This is an optimization exercise on Yosys and OpenROAD, whose aim is small area and a short achievable clock period, not a production implementation.
Only simulation tests tie the RTL to the original design; equivalence was not proved.

==> inputs of run P <==
// fpmul_pipe
module fpmul_pipe (clk, oprA, oprB, Result);
    input clk;
    input [31:0] oprA, oprB;
    output [31:0] Result;
    wire [129:0] r1_d;
    wire [7:0] e1_d;
    wire s1_d;
    reg [129:0] r1_q;
    reg [7:0] e1_q;
    reg s1_q;
    wire [24:0] p2_d;
    reg [24:0] p2_q;
    reg [7:0] e2_q;
    reg s2_q;
    fpmul_sa u_sa (.oprA(oprA), .oprB(oprB), .r1(r1_d), .e1(e1_d), .s1(s1_d));
    fpmul_sb u_sb (.r1(r1_q), .p2(p2_d));
    fpmul_sc u_sc (.p2(p2_q), .e2(e2_q), .s2(s2_q), .Result(Result));
    always @(posedge clk)
    begin
        r1_q <= r1_d;
        e1_q <= e1_d;
        s1_q <= s1_d;
        p2_q <= p2_d;
        e2_q <= e1_q;
        s2_q <= s1_q;
    end
endmodule
export LEC_CHECK = 0
export CAP_MARGIN = 20
export CORE_MARGIN = 2
export CORE_UTILIZATION = 40
export CTS_BUF_LIST = sky130_fd_sc_hd__clkbuf_4 sky130_fd_sc_hd__clkbuf_8
export SLEW_MARGIN = 20
export SYNTH_HIERARCHICAL = 1
export SYNTH_MINIMUM_KEEP_SIZE = 0
create_clock -name core_clock -period 9.5 [get_ports {clk}]
standard.sh (not shown) runs the stock make flow with config.mk's settings and CLKGATE_MAP_FILE= SYNTH_SCRIPT=/design/flow/synth_recipe.tcl, a recipe that flattens the netlist after the stock synthesis.
==> flow/flow/run.sh <==
#!/bin/bash
# The standard layout, except that the port buffers are buf_4 cells rather than the
# clkdlybuf4s50_1 delay cells buffer_ports picks by default, and that timing repair aims
# for a setup slack of 5.2 ns at the 9.5 ns clock.
set -euo pipefail
export BUFFER_PORTS_ARGS="-buffer_cell sky130_fd_sc_hd__buf_4"
export SETUP_SLACK_MARGIN=5.2
bash standard.sh finish > orfs_flow.log 2>&1
==> run M: changes against run P <==
==> flow/flow/run.sh (replaced) <==
#!/bin/bash
# The standard layout, except that the port buffers are buf_4 cells rather than the
# clkdlybuf4s50_1 delay cells buffer_ports picks by default, and that timing repair aims
# for a setup slack of 5.5 ns at the 9.5 ns clock.
set -euo pipefail
export BUFFER_PORTS_ARGS="-buffer_cell sky130_fd_sc_hd__buf_4"
export SETUP_SLACK_MARGIN=5.5
bash standard.sh finish > orfs_flow.log 2>&1
Settings changed: CTS_BUF_LIST sky130_fd_sc_hd__clkbuf_4 sky130_fd_sc_hd__clkbuf_8 to unset.
==> run D: changes against run P <==
==> flow/flow/run.sh (replaced) <==
#!/bin/bash
# The standard layout, except that the port buffers are buf_4 cells rather than the
# clkdlybuf4s50_1 delay cells buffer_ports picks by default.
set -euo pipefail
export BUFFER_PORTS_ARGS="-buffer_cell sky130_fd_sc_hd__buf_4"
bash standard.sh finish > orfs_flow.log 2>&1
Settings changed: CTS_BUF_LIST sky130_fd_sc_hd__clkbuf_4 sky130_fd_sc_hd__clkbuf_8 to unset, SETUP_SLACK_MARGIN set to 5.
==> run C: changes against run P <==
==> flow/flow/run.sh (replaced) <==
#!/bin/bash
# The standard layout, except that the port buffers are buf_8 cells rather than the
# clkdlybuf4s50_1 delay cells buffer_ports picks by default.
set -euo pipefail
export BUFFER_PORTS_ARGS="-buffer_cell sky130_fd_sc_hd__buf_8"
bash standard.sh finish > orfs_flow.log 2>&1
Settings changed: CTS_BUF_LIST sky130_fd_sc_hd__clkbuf_4 sky130_fd_sc_hd__clkbuf_8 to unset, SETUP_SLACK_MARGIN set to 5.
==> comparison table <==
| item | run C | run P | run M | run D |
|---|---|---|---|---|
| R2r worst-path depth | 10 | 11 | 11 | 11 |
| Most frequent cell on the critical path | sky130_fd_sc_hd__fa_1 | - | - | sky130_fd_sc_hd__fa_1 |
| Clock buffer instance count of the final layout | 19 | 20 | 18 | 23 |
| Peak fanout along the critical path | 24 | 24 | 6 | 25 |
| Bufs w/o clock | 114 | 125 | 296 | 118 |
| Run status | complete, no violations | complete, no violations | complete, no violations | complete, no violations |
| Origin of the critical flop-to-flop path | r1_q[48]$_DFF_P_ | r1_q[39]$_DFF_P_ | r1_q[39]$_DFF_P_ | r1_q[44]$_DFF_P_ |
| Pre-Repair DR Iteration Count | 5 | 5 | 6 | 6 |
| Final Cycle Share | 46.76% | 45.81% | 44.43% | 46.76% |
| Worst clock skew | 0.01647 ns | 0.02923 ns | 0.01338 ns | 0.01240 ns |
| Critical Path Stages | 9 | 9 | 11 | 9 |
| Fraction of area in clock buffers and inverters | 2.760% | 2.298% | 2.402% | 2.770% |
| Initial antenna violation count | 0 | 1 | 1 | 1 |

-- port drivers added, routing unchanged --
How much do the figures lean on ideal ports? The routed layouts below were timed once more, with nothing changed but the port constraints.
Step 1 assumes that a clkbuf_16 drives the clock port and a buf_2 every other input.
Step 2 also shifts input and output timing later by t, the mid clock arrival at the registers, as if the neighbouring blocks saw the same clock.
Slacks: no drivers / after step 1 / after step 2; pairs: no drivers / after step 1.
run	t (ns)	setup slack, ns	worst slew at a driven data input, ns
run P	0.566	5.148 / 5.174 / 4.609	0.10
run M	0.540	5.279 / 5.185 / 4.645	0.16
run D	0.521	5.058 / 5.094 / 4.573	0.08
run C	0.523	5.057 / 5.074 / 4.551	0.09
After both steps every run listed still meets setup and hold. For run M, which loses most, drivers alone change the setup slack by -0.094 ns; drivers and shift together by -0.634 ns.
